Background: an optimization exercise with open tools, aiming at small area, a short achievable clock period and few clock cycles per item. Do not read the settings as production practice.
At most, simulation tests tie the RTL to the original design; equivalence was not proved.

==> garnet <==
// pt100_temp
module pt100_temp (
    input  wire        clk,
    input  wire        rst,
    input  wire        in_valid,
    output wire        in_ready,
    input  wire [11:0] yk,
    output wire        out_valid,
    output wire [27:0] temp,
    output wire [27:0] temp_filt,
    output wire        alarm
    );
export LEC_CHECK = 0
export ABC_AREA = 1
export CAP_MARGIN = 60
export CORE_MARGIN = 2
export CORE_UTILIZATION = 60
export PLACE_DENSITY = 0.75
export SLEW_MARGIN = 60
create_clock -name core_clock -period 24.0 [get_ports {clk}]
standard.sh (not shown) runs the stock make flow with config.mk's settings and CLKGATE_MAP_FILE= SYNTH_SCRIPT=/design/flow/synth_recipe.tcl, a recipe that flattens the netlist after the stock synthesis.
==> flow/flow/run.sh <==
#!/bin/bash
# The standard layout (standard.sh), with the input and output port
# buffers made of sky130_fd_sc_hd__buf_2 instead of the default cell.
set -euo pipefail
export BUFFER_PORTS_ARGS="-buffer_cell sky130_fd_sc_hd__buf_2"
bash standard.sh > standard_flow.log 2>&1
==> tundra: changes against garnet <==
--- a/flow/design.v
+++ b/flow/design.v
@@ -548,53 +548,66 @@
     if (~yv) ybuf <= yk;
     yv    <= yv_n;
     if (rst_r) begin
         state <= S_IDLE;
         ust   <= U_IDLE;
     end else begin
-        if (start1)
+        if (start1) begin
+            P1  <= q16 ? {yd[11:0], 15'd5958} : {y1, 15'd0};
+            V1  <= {16'd0, q16};
+            c1  <= 4'd15;
             ust <= U_RUN;
-        else if (ust == U_RUN) begin
+        end else if (ust == U_RUN) begin
+            P1  <= {r0, 1'b0};
+            V1  <= {V1[15:0], q0};
+            c1  <= c1 - 4'd1;
             if (c1 == 4'd0) ust <= U_DONE;
         end else if (startm)
             ust <= U_IDLE;
-        if (startm)
+        if (startm) begin
+            D     <= {10'd0, V1};
+            P     <= pi_2;
+            cnt   <= p0_2;
+            KM    <= 16'hffff;
+            Q     <= 28'd0;
             state <= S_D2;
-        else begin
+        end else begin
             case (state)
-            S_D2: if (last) state <= S_T2;
-            S_T2: state <= S_T3;
-            S_T3: state <= S_D3;
-            S_D3: if (last) state <= S_IDLE;
+            S_D2: begin
+                P   <= pn;
+                Q   <= {Q[25:0], q1, q2};
+                cnt <= cnt - 6'd2;
+                KM  <= {KM[13:0], km_in};
+                if (last) state <= S_T2;
+            end
+            S_T2: begin
+                D     <= m5;
+                dsign <= Q[27];
+                state <= S_T3;
+            end
+            S_T3: begin
+                D     <= dm;
+                dsign <= ds;
+                P     <= pi_3;
+                cnt   <= p0_3;
+                KM    <= km_3;
+                Q     <= 28'd0;
+                state <= S_D3;
+            end
+            S_D3: begin
+                P   <= pn;
+                Q   <= {Q[25:0], q1, q2};
+                cnt <= cnt - 6'd2;
+                KM  <= {KM[13:0], km_in};
+                if (last) state <= S_IDLE;
+            end
             default: ;
             endcase
         end
     end
 end
-always @(posedge clk) begin
-    P1 <= start1 ? (q16 ? {yd[11:0], 15'd5958} : {y1, 15'd0}) : {r0, 1'b0};
-    c1 <= start1 ? 4'd15 : c1 - 4'd1;
-    if (start1)
-        V1 <= {16'd0, q16};
-    else if (ust == U_RUN)
-        V1 <= {V1[15:0], q0};
-    P   <= startm ? pi_2 : (state == S_T3) ? pi_3 : pn;
-    cnt <= startm ? p0_2 : (state == S_T3) ? p0_3 : cnt - 6'd2;
-    KM  <= startm ? 16'hffff : (state == S_T3) ? km_3 : {KM[13:0], km_in};
-    Q   <= (startm | (state == S_T3)) ? 28'd0 : {Q[25:0], q1, q2};
-    if (startm)
-        D <= {10'd0, V1};
-    else if (state == S_T2)
-        D <= m5;
-    else if (state == S_T3)
-        D <= dm;
-    if (state == S_T2)
-        dsign <= Q[27];
-    else if (state == S_T3)
-        dsign <= ds;
-end
 reg [27:0] T;         
 reg        alarm_r;
 reg [27:0] TF;        
 reg [27:0] U1;        
 reg [27:0] UA;        
 reg [16:0] Py;        
@@ -719,27 +732,42 @@
 end
 wire [26:0] tgt;
 wire        tgtc;
 pt_add27 u_ht (.a(T[26:0]), .b(~HT), .ci(1'b0), .s(tgt), .co(tgtc));    
 always @(posedge clk) begin
     if (rst_r) begin
-        frun <= 1'b0; erun <= 1'b0; ovr <= 1'b0;
+        frun <= 1'b0; erun <= 1'b0; fpc <= 4'd0; ovr <= 1'b0;
         TF <= 28'd0; UA <= 28'd0; Py <= 17'd0; v4p <= 15'd0;
     end else begin
-        ovr  <= erun & absop & ~rst;
-        if (tload)
+        ovr <= erun & absop & ~rst;
+        if (tload) begin
+            T    <= {~dsign | Q[25], Q[24:0], q1, q2};
             frun <= 1'b1;
-        else if (fpc == 4'd15)
-            frun <= 1'b0;
+            fpc  <= 4'd0;
+        end else if (frun) begin
+            fpc <= fpc + 4'd1;
+            if (fpc == 4'd15) frun <= 1'b0;
+        end
         erun <= frun & ~tload;
-        if (tload)
-            T <= {~dsign | Q[25], Q[24:0], q1, q2};
-        else if (erun && epc == 4'd2)
-            T[26:0] <= res[26:0];
+        if (frun) begin
+            XA     <= (f_ma == 3'd0) ? 35'd0 : (foa ^ {35{fna}});
+            XB     <= (f_mb == 3'd0) ? 35'd0 : (fob ^ {35{fnb}});
+            ca     <= (f_ma != 3'd0) & fna;
+            cb     <= (f_mb != 3'd0) & fnb;
+            epc    <= fpc;
+            rs     <= f_rs;
+            useacc <= f_acc;
+            wr     <= f_wr;
+            absop  <= f_abs;
+        end
         if (erun) begin
+            ACC <= res;
             case (epc)
+            4'd0: sticky <= lost;
+            4'd1: sticky <= sticky | lost;
+            4'd2: T[26:0] <= res[26:0];
             4'd5: U1 <= res[27:0];
             4'd7: Py <= ACC[16:0];
             4'd9: begin
                 TF      <= {ACC[28], res[26:0]};
                 alarm_r <= T[27] | tgtc;
             end
@@ -747,29 +775,12 @@
             4'd15: UA <= res[27:0];
             default: ;
             endcase
         end
     end
 end
-always @(posedge clk) begin
-    fpc    <= tload ? 4'd0 : fpc + 4'd1;
-    XA     <= (f_ma == 3'd0) ? 35'd0 : (foa ^ {35{fna}});
-    XB     <= (f_mb == 3'd0) ? 35'd0 : (fob ^ {35{fnb}});
-    ca     <= (f_ma != 3'd0) & fna;
-    cb     <= (f_mb != 3'd0) & fnb;
-    epc    <= fpc;
-    rs     <= f_rs;
-    useacc <= f_acc;
-    wr     <= f_wr;
-    absop  <= f_abs;
-    ACC    <= res;
-    if (epc == 4'd0)
-        sticky <= lost;
-    else if (epc == 4'd1)
-        sticky <= sticky | lost;
-end
 endmodule
 module pt_add13 (input [12:0] a, input [12:0] b, input ci, output [12:0] s, output co);
 wire [12:0] p0 = a ^ b;
 wire [12:0] g0 = a & b;
 wire gci = g0[0] | (p0[0] & ci);
 wire gx0 = g0[1] | (p0[1] & gci);
==> flow/run.sh (new file) <==
#!/bin/bash
# synth_recipe.tcl (not shown) runs the flow's synth.tcl, then flattens the netlist and writes it again
# the make line also repeats each setting of config.mk as NAME=value (left out here)
make -C /OpenROAD-flow-scripts/flow DESIGN_CONFIG=/design/flow/config.mk WORK_HOME=/design/flow/orfs CLKGATE_MAP_FILE= SYNTH_SCRIPT=/design/flow/synth_recipe.tcl finish
removed: flow/flow/run.sh
removed: flow/standard.sh
==> flow_metrics.py <==
metrics = {
    "floorplan": {
        "die_h_um": 243.3,
        "start_util": 0.6083,
    },
    "cells_and_area": {
        "multi_input_cells": 3036,
        "fillers": 4758,
    },
    "run_status": {
        "status": "timing/DRC/antenna clean",
    },
    "synth": {
        "synth-xor-area-share": 0.02498,
    },
    "routing": {
        "first_pass_iters": 7,
    },
    "placement": {
        "placed_area_mm2": 0.03575,
    },
    "worst_setup_path": {
        "slowest_delay_ns": 0.64,
    },
}
# the run above: tundra

==> flow_metrics.py <==
metrics = {
    "synth": {
        "synth-xor-area-share": 0.02777,
        "synth_top_family_by_area": "simple AND/OR/NAND/NOR gates",
        "synth_area_leader_cell": "dfxtp_1",
    },
    "routing": {
        "first_pass_iters": 8,
        "wl_met2_um": 42180,
    },
    "floorplan": {
        "start_util": 0.6062,
        "die_h_um": 234.4,
    },
    "worst_setup_path": {
        "slowest_delay_ns": 0.49,
        "critPathMaxFanout": 3,
        "crit_chain": "buf_2",
    },
    "cells_and_area": {
        "fillers": 4589,
        "diodes": 2,
        "multi_input_cells": 3019,
    },
    "placement": {
        "placed_area_mm2": 0.03268,
    },
    "run_status": {
        "status": "timing/DRC/antenna clean",
    },
    "grt": {
        "grtUsageTotal": 0.3707,
    },
}
# the run above: garnet

Testbench counts of garnet, summed over its fixed seeds: cycles 20,678, samples 960.
Testbench counts of tundra, summed over its fixed seeds: cycles 20,678, samples 960.


==> build 59 <==
pt100_temp, a different RTL version from the one above (not shown whole).
clock: 24.0 ns
lec_check: 0
abc_area: 1
cap_margin: 60
core_margin: 2
core_utilization: 60
place_density: 0.75
slew_margin: 60
==> flow/flow/run.sh <==
#!/bin/bash
# The standard layout (standard.sh), with the input and output port
# buffers made of sky130_fd_sc_hd__buf_2 instead of the default cell, and
# timing repair asked to leave 17.8 ns of setup slack (a 6.2 ns target) on
# the design's own 24 ns clock and constraints.
set -euo pipefail
export BUFFER_PORTS_ARGS="-buffer_cell sky130_fd_sc_hd__buf_2"
export SETUP_SLACK_MARGIN=17.8
bash standard.sh > standard_flow.log 2>&1
==> trial 77: changes against build 59 <==
--- a/flow/design.v
+++ b/flow/design.v
@@ -402,28 +402,35 @@
     output wire        out_valid,
     output wire [27:0] temp,
     output wire [27:0] temp_filt,
     output wire        alarm
     );
 localparam [26:0] C1 = 27'd40662109;     
 localparam [26:0] HT = 27'd2457600;
-localparam S_IDLE = 3'd0, S_D2 = 3'd1, S_T2 = 3'd2, S_T3 = 3'd3, S_D3 = 3'd4;
+localparam S_IDLE = 2'd0, S_D2 = 2'd1, S_D3 = 2'd2;
 reg        rst_r;     
-reg [2:0]  state;
+reg [1:0]  state;
+reg [3:0]  fpc;       
+reg        frun;
 reg [11:0] ybuf;      
 reg        yv;
 reg [27:0] P;         
 reg [26:0] D;         
 reg [27:0] Q;         
 reg [5:0]  cnt;       
-reg [15:0] KM;        
 reg        dsign;     
 reg        rdy;       
 assign in_ready = rdy;
 wire accept = in_valid & rdy;
+reg  [15:0] KM;       
+integer j;
+always @* begin
+    for (j = 0; j < 16; j = j + 1)
+        KM[j] = (cnt >= 6'd16 - j);
+end
 wire [26:0] de1 = {D[26:15], D[14:0] & KM[15:1]};
 wire [26:0] de2 = {D[26:15], D[14:0] & KM[14:0]};
 reg nb1, nb2;
 always @* begin
     nb1 = 1'b0; nb2 = 1'b0;
     if (state == S_D2) begin
         case (cnt)
@@ -455,15 +462,14 @@
 wire        cB;
 pt_add30 u_sb (.a(bs), .b({bc[28:0], 1'b1}), .ci(1'b1), .s(sB), .co(cB));
 wire        q2  = q1 ? ~sB[29] : qa;
 wire [26:0] r2  = q1 ? (q2 ? sB[26:0] : {s1[25:0], nb1})
                      : (q2 ? sA[26:0] : X[26:0]);
 wire [27:0] pn  = {r2, nb2};
 wire        last = (cnt == 6'd1);
-wire [1:0]  km_in = {cnt >= 6'd17, cnt >= 6'd19};
 reg [5:0]  p0_2;
 reg [27:0] pi_2;
 always @* begin
     casez (V1[16:5])
     12'b1???????????: begin p0_2 = 6'd23; pi_2 = 28'd38528; end
     12'b01??????????: begin p0_2 = 6'd23; pi_2 = 28'd38528; end
     12'b001?????????: begin p0_2 = 6'd25; pi_2 = 28'd9632;  end
@@ -475,138 +481,148 @@
     12'b000000001???: begin p0_2 = 6'd31; pi_2 = 28'd150;   end
     12'b0000000001??: begin p0_2 = 6'd31; pi_2 = 28'd150;   end
     12'b00000000001?: begin p0_2 = 6'd33; pi_2 = 28'd37;    end
     12'b000000000001: begin p0_2 = 6'd33; pi_2 = 28'd37;    end
     default:          begin p0_2 = 6'd35; pi_2 = 28'd9;     end
     endcase
 end
-wire [26:0] m5;
-wire        m5c;
-pt_add27 u_m5 (.a(Q[26:0]), .b({Q[24:0], 2'b00}), .ci(1'b0), .s(m5), .co(m5c));
-wire [27:0] e;
-wire        ec;
-pt_add28 u_e (.a({1'b0, D}), .b(dsign ? 28'd32932 : 28'hfff7f5c), .ci(1'b0), .s(e), .co(ec));
-wire        en  = ~dsign & e[27];
-wire [15:0] eneg;
-wire        enc;
-pt_add16 u_en (.a(~e[15:0]), .b(16'd0), .ci(1'b1), .s(eneg), .co(enc));
-wire [26:0] dm  = en ? {11'd0, eneg} : e[26:0];
-wire        ds  = ~dsign & ~en & (e[26:0] != 27'd0);
+reg [26:0] G;
+reg        gsf;       
+reg        gneg;      
+reg        dsg;       
+reg [2:0]  bst;
+reg [26:0] ga, gb;
+reg        gci;
+always @* begin
+    case (bst)
+    3'd1:    begin ga = G;  gb = {G[24:0], 2'b00}; gci = 1'b0; end
+    3'd2:    begin ga = G;  gb = gsf ? 27'd32932 : 27'h7ff7f5c; gci = 1'b0; end
+    default: begin ga = ~G; gb = 27'd0; gci = 1'b1; end
+    endcase
+end
+wire [26:0] gs;
+wire        gco;
+pt_add27 u_g (.a(ga), .b(gb), .ci(gci), .s(gs), .co(gco));
+wire        e_neg = ~gsf & ~gco;
 reg [5:0]  p0_3;
 reg [27:0] pi_3;
-reg [15:0] km_3;
 always @* begin
-    km_3 = 16'hffff;
-    casez (e[26:10] & {17{~en}})
-    17'b1????????????????: begin p0_3 = 6'd11; pi_3 = 28'd105908800; km_3 = 16'hffe0; end
-    17'b01???????????????: begin p0_3 = 6'd13; pi_3 = 28'd26477200; km_3 = 16'hfff8; end
-    17'b001??????????????: begin p0_3 = 6'd13; pi_3 = 28'd26477200; km_3 = 16'hfff8; end
-    17'b0001?????????????: begin p0_3 = 6'd15; pi_3 = 28'd6619300; km_3 = 16'hfffe; end
-    17'b00001????????????: begin p0_3 = 6'd15; pi_3 = 28'd6619300; km_3 = 16'hfffe; end
+    casez (G[26:10])
+    17'b1????????????????: begin p0_3 = 6'd11; pi_3 = 28'd105908800; end
+    17'b01???????????????: begin p0_3 = 6'd13; pi_3 = 28'd26477200; end
+    17'b001??????????????: begin p0_3 = 6'd13; pi_3 = 28'd26477200; end
+    17'b0001?????????????: begin p0_3 = 6'd15; pi_3 = 28'd6619300; end
+    17'b00001????????????: begin p0_3 = 6'd15; pi_3 = 28'd6619300; end
     17'b000001???????????: begin p0_3 = 6'd17; pi_3 = 28'd1654825; end
     17'b0000001??????????: begin p0_3 = 6'd17; pi_3 = 28'd1654825; end
     17'b00000001?????????: begin p0_3 = 6'd19; pi_3 = 28'd413706; end
     17'b000000001????????: begin p0_3 = 6'd19; pi_3 = 28'd413706; end
     17'b0000000001???????: begin p0_3 = 6'd21; pi_3 = 28'd103426; end
     17'b00000000001??????: begin p0_3 = 6'd21; pi_3 = 28'd103426; end
     17'b000000000001?????: begin p0_3 = 6'd23; pi_3 = 28'd25856; end
     17'b0000000000001????: begin p0_3 = 6'd23; pi_3 = 28'd25856; end
     17'b00000000000001???: begin p0_3 = 6'd25; pi_3 = 28'd6464; end
     17'b000000000000001??: begin p0_3 = 6'd25; pi_3 = 28'd6464; end
     17'b0000000000000001?: begin p0_3 = 6'd27; pi_3 = 28'd1616; end
     17'b00000000000000001: begin p0_3 = 6'd27; pi_3 = 28'd1616; end
     default:               begin p0_3 = 6'd29; pi_3 = 28'd404; end
     endcase
-    if (en) begin p0_3 = 6'd23; pi_3 = 28'd25856; km_3 = 16'hffff; end
 end
 localparam U_IDLE = 2'd0, U_RUN = 2'd1, U_DONE = 2'd2;
 reg [1:0]  ust;
 reg [26:0] P1;
 reg [16:0] V1;        
-reg [3:0]  c1;        
+reg [4:0]  c1;        
 wire [11:0] y1  = (ybuf == 12'd0) ? 12'd1 : ybuf;
-wire [12:0] yd;
-wire        q16;
-pt_add13 u_yd (.a({1'b0, y1}), .b(~13'd2482), .ci(1'b1), .s(yd), .co(q16));
 integer k;
 reg [14:0] km1;
 always @* begin
     for (k = 0; k < 15; k = k + 1)
-        km1[k] = (c1 >= 15 - k);
+        km1[k] = (c1 >= 5'd15 - k);
 end
 wire [26:0] de0 = {C1[26:15], C1[14:0] & km1};
 wire [26:0] s0;
 wire        q0;
 pt_add27 u_s0 (.a(P1), .b(~de0), .ci(1'b1), .s(s0), .co(q0));
 wire [25:0] r0  = q0 ? s0[25:0] : P1[25:0];
-wire startm = ((state == S_IDLE) | ((state == S_D3) & last)) & (ust == U_DONE);
+wire d2end  = (state == S_D2) & last;
+wire d3end  = (state == S_D3) & last;
+wire aluok  = ~frun | (fpc >= 4'd10);
+wire start3 = (((state == S_IDLE) & (ust == U_IDLE) & aluok) | d2end) & (bst == 3'd4);
+wire startm = ((state == S_IDLE) | d3end) & (ust == U_DONE);
 wire start1 = yv & ((ust == U_IDLE) | ((ust == U_DONE) & startm));
-wire tload  = (state == S_D3) & last;
+wire tload  = d3end;
 wire yv_n = ~rst_r & (accept | (yv & ~start1));
 always @(posedge clk) begin
     rst_r <= rst;
     rdy   <= ~(yv_n | rst);
     if (~yv) ybuf <= yk;
     yv    <= yv_n;
     if (rst_r) begin
         state <= S_IDLE;
         ust   <= U_IDLE;
+        bst   <= 3'd0;
     end else begin
         if (start1)
             ust <= U_RUN;
         else if (ust == U_RUN) begin
-            if (c1 == 4'd0) ust <= U_DONE;
+            if (c1 == 5'd0) ust <= U_DONE;
         end else if (startm)
             ust <= U_IDLE;
-        if (startm)
+        if (start3)
+            state <= S_D3;
+        else if (startm)
             state <= S_D2;
-        else begin
-            case (state)
-            S_D2: if (last) state <= S_T2;
-            S_T2: state <= S_T3;
-            S_T3: state <= S_D3;
-            S_D3: if (last) state <= S_IDLE;
-            default: ;
-            endcase
-        end
+        else if (last)
+            state <= S_IDLE;
+        if (d2end)
+            bst <= 3'd1;
+        else if (bst == 3'd1)
+            bst <= 3'd2;
+        else if (bst == 3'd2)
+            bst <= e_neg ? 3'd3 : 3'd4;
+        else if (bst == 3'd3)
+            bst <= 3'd4;
+        else if (start3)
+            bst <= 3'd0;
     end
 end
 always @(posedge clk) begin
-    P1 <= start1 ? (q16 ? {yd[11:0], 15'd5958} : {y1, 15'd0}) : {r0, 1'b0};
-    c1 <= start1 ? 4'd15 : c1 - 4'd1;
-    if (start1)
-        V1 <= {16'd0, q16};
-    else if (ust == U_RUN)
+    P1 <= start1 ? {1'b0, y1, 14'd0} : {r0, 1'b0};
+    c1 <= start1 ? 5'd16 : c1 - 5'd1;
+    if (ust == U_RUN)
         V1 <= {V1[15:0], q0};
-    P   <= startm ? pi_2 : (state == S_T3) ? pi_3 : pn;
-    cnt <= startm ? p0_2 : (state == S_T3) ? p0_3 : cnt - 6'd2;
-    KM  <= startm ? 16'hffff : (state == S_T3) ? km_3 : {KM[13:0], km_in};
-    Q   <= (startm | (state == S_T3)) ? 28'd0 : {Q[25:0], q1, q2};
-    if (startm)
+    P   <= start3 ? pi_3 : startm ? pi_2 : pn;
+    cnt <= start3 ? p0_3 : startm ? p0_2 : cnt - 6'd2;
+    Q   <= (start3 | startm) ? 28'd0 : {Q[25:0], q1, q2};
+    if (start3) begin
+        D     <= G;
+        dsign <= dsg;
+    end else if (startm)
         D <= {10'd0, V1};
-    else if (state == S_T2)
-        D <= m5;
-    else if (state == S_T3)
-        D <= dm;
-    if (state == S_T2)
-        dsign <= Q[27];
-    else if (state == S_T3)
-        dsign <= ds;
+    if (d2end) begin
+        G   <= {Q[24:0], q1, q2};
+        gsf <= Q[25];
+    end else if (bst == 3'd1)
+        G   <= gs;
+    else if (bst == 3'd2) begin
+        G   <= gs;
+        dsg <= ~gsf & gco & (gs != 27'd0);
+    end else if (bst == 3'd3)
+        G   <= gs;
 end
 reg [27:0] T;         
 reg        alarm_r;
 reg [27:0] TF;        
 reg [27:0] U1;        
 reg [27:0] UA;        
 reg [16:0] Py;        
 reg [14:0] v4p;       
 reg [28:0] ACC;
 reg        sticky;
-reg [3:0]  fpc;       
-reg        frun;
 reg [3:0]  epc;       
 reg        erun;
 reg        ovr;
 assign temp      = T;
 assign alarm     = alarm_r;
 assign temp_filt = TF;
 assign out_valid = ovr;
@@ -625,15 +641,15 @@
     f_rs = 2'd0; f_acc = 1'b1; f_wr = 1'b0; f_abs = 1'b0;
     case (fpc)
     4'd0:  begin f_src = SRC_T;  f_acc = 1'b0; f_ma = 3'd1; f_mb = 3'd2; f_sb = 3'd3; f_rs = 2'd1; end  
     4'd1:  begin f_src = SRC_T;  f_ma = 3'd2; f_sa = 2'd2; f_mb = 3'd2; f_sb = 3'd4; f_rs = 2'd2; end    
     4'd2:  begin f_src = SRC_T;  f_ma = 3'd1; f_sa = 2'd2; f_mb = 3'd1; f_sb = 3'd5; end                
     4'd3:  begin f_src = SRC_TF; f_acc = 1'b0; f_ma = 3'd3; f_mb = 3'd3; f_sb = 3'd0; f_rs = 2'd1; end  
     4'd4:  begin f_src = SRC_TF; f_ma = 3'd3; f_mb = 3'd4; f_sb = 3'd2; f_rs = 2'd2; end                
-    4'd5:  begin f_src = SRC_TF; f_ma = 3'd3; f_wr = 1'b1; end
+    4'd5:  begin f_src = SRC_TF; f_ma = 3'd3; end                                  
     4'd6:  begin f_src = SRC_T;  f_acc = 1'b0; f_ma = 3'd3; f_sa = 2'd2; f_rs = 2'd3; end
     4'd7:  begin f_src = SRC_PY; f_ma = 3'd1; end
     4'd8:  begin f_src = SRC_UA; f_ma = 3'd2; f_wr = 1'b1; end
     4'd9:  begin f_abs = 1'b1; end                                                                  
     4'd10: begin f_src = SRC_T;  f_acc = 1'b0; f_ma = 3'd4; f_mb = 3'd3; f_sb = 3'd1; f_rs = 2'd3; end
     4'd11: begin f_src = SRC_V4; f_ma = 3'd1; end
     4'd12: begin f_src = SRC_TF; f_acc = 1'b0; f_ma = 3'd3; f_mb = 3'd3; f_sb = 3'd1; f_rs = 2'd1; end  
@@ -702,27 +718,21 @@
     case (rs)
     2'd1:    begin shr = sum[34:6]; lost = |sum[5:0]; end
     2'd2:    begin shr = {{3{sum[34]}}, sum[34:9]}; lost = |sum[8:0]; end
     2'd3:    shr = {{9{sum[34]}}, sum[34:15]};
     default: shr = sum[28:0];
     endcase
 end
-localparam [28:0] KW = 29'h18000000;
-wire [28:0] ea = cs[28:0];
-wire [28:0] eb = {cc[27:0], ca | nbase};
-wire [28:0] ecr = {(ea[27:0] & eb[27:0]) | ((ea[27:0] ^ eb[27:0]) & ~KW[27:0]),
-                   cb | cx};
-wire        eqk = ~|(ea ^ eb ^ KW ^ ecr);
 reg [28:0] res;
 always @* begin
     res = shr;
     if (wr) begin
         if (shr[28:27] == 2'b01)      res[27] = 1'b0;
         else if (shr[28:27] == 2'b10) res[27] = 1'b1;
-        if (eqk) res = 29'd0;
+        if (shr[28:27] == 2'b11 && shr[26:0] == 27'd0) res = 29'd0;
     end
 end
 wire [26:0] tgt;
 wire        tgtc;
 pt_add27 u_ht (.a(T[26:0]), .b(~HT), .ci(1'b0), .s(tgt), .co(tgtc));    
 always @(posedge clk) begin
     if (rst_r) begin
==> trial 60: changes against build 59 <==
==> flow/flow/run.sh (replaced) <==
#!/bin/bash
# The standard layout (standard.sh), with the input and output port
# buffers made of sky130_fd_sc_hd__buf_2 instead of the default cell.
set -euo pipefail
export BUFFER_PORTS_ARGS="-buffer_cell sky130_fd_sc_hd__buf_2"
bash standard.sh > standard_flow.log 2>&1
==> flow_summary.json <==
{
  "buffers_excl_clock": 127,
  "cts_sinks": 419,
  "r2r_start": "sb[0]",
  "antenna_found_initial": 4,
  "status": "finished clean",
  "dpl_cell_area_um2": 31780,
  "grt_util_met3_pct": 5.818,
  "antenna_cells": 0,
  "clockBufferCount": 57,
  "layout_common_cells": "nand2_1, inv_1, o21ai_0",
  "core_um2": 50990
}
# the run above: build 59

==> flow_summary.json <==
{
  "status": "finished clean",
  "dpl_cell_area_um2": 31780,
  "initial_utilization_pct": 60.41,
  "cts_sinks": 419,
  "clockBufferCount": 57,
  "core_um2": 50990,
  "layout_common_cells": "nand2_1, inv_1, o21ai_0",
  "grt_util_met3_pct": 5.805,
  "buffers_excl_clock": 115,
  "r2r_start": "sb[1]",
  "setup_tns_ns": 0,
  "antenna_cells": 0
}
# the run above: trial 60

==> flow_summary.json <==
{
  "dpl_cell_area_um2": 29860,
  "antenna_cells": 1,
  "r2r_start": "sa[0]",
  "antenna_found_initial": 6,
  "buffers_excl_clock": 134,
  "layout_common_cells": "nand2_1, inv_1, o21ai_0",
  "status": "finished clean"
}
# the run above: trial 77

Testbench counts of build 59, summed over its fixed seeds: cycles 20,678, samples 960.
Testbench counts of trial 60, summed over its fixed seeds: cycles 20,678, samples 960.
Only the layout flow was run in trial 77; the RTL was not checked for function there.

[afterwards: timing with drivers on the ports]
How much do the figures lean on ideal ports? The routed layouts below were timed once more, with nothing changed but the port constraints.
Step 1 sets driving cells, clkbuf_16 on the clock port and buf_2 on the other inputs (assumed; they add their load-dependent delay and slew).
Step 2, shift: input delay + t, output delay - t, t = (earliest + latest rising clock arrival at the registers) / 2. This alone moves slack from input paths to output paths.
Three values: no drivers, after step 1, after step 2; two values: the first two.
run | t (ns) | slack for setup (ns) | cell pins on the clock port's net
garnet | 0.672 | 17.908 / 17.843 / 18.310 | 1
tundra | 0.678 | 17.299 / 17.240 / 17.918 | 1
build 59 | 0.657 | 17.843 / 17.783 / 18.162 | 1
trial 77 | 0.659 | 17.839 / 17.781 / 18.217 | 1
trial 60 | 0.662 | 17.385 / 17.385 / 17.385 | 1
After both steps every run listed still meets setup and hold.
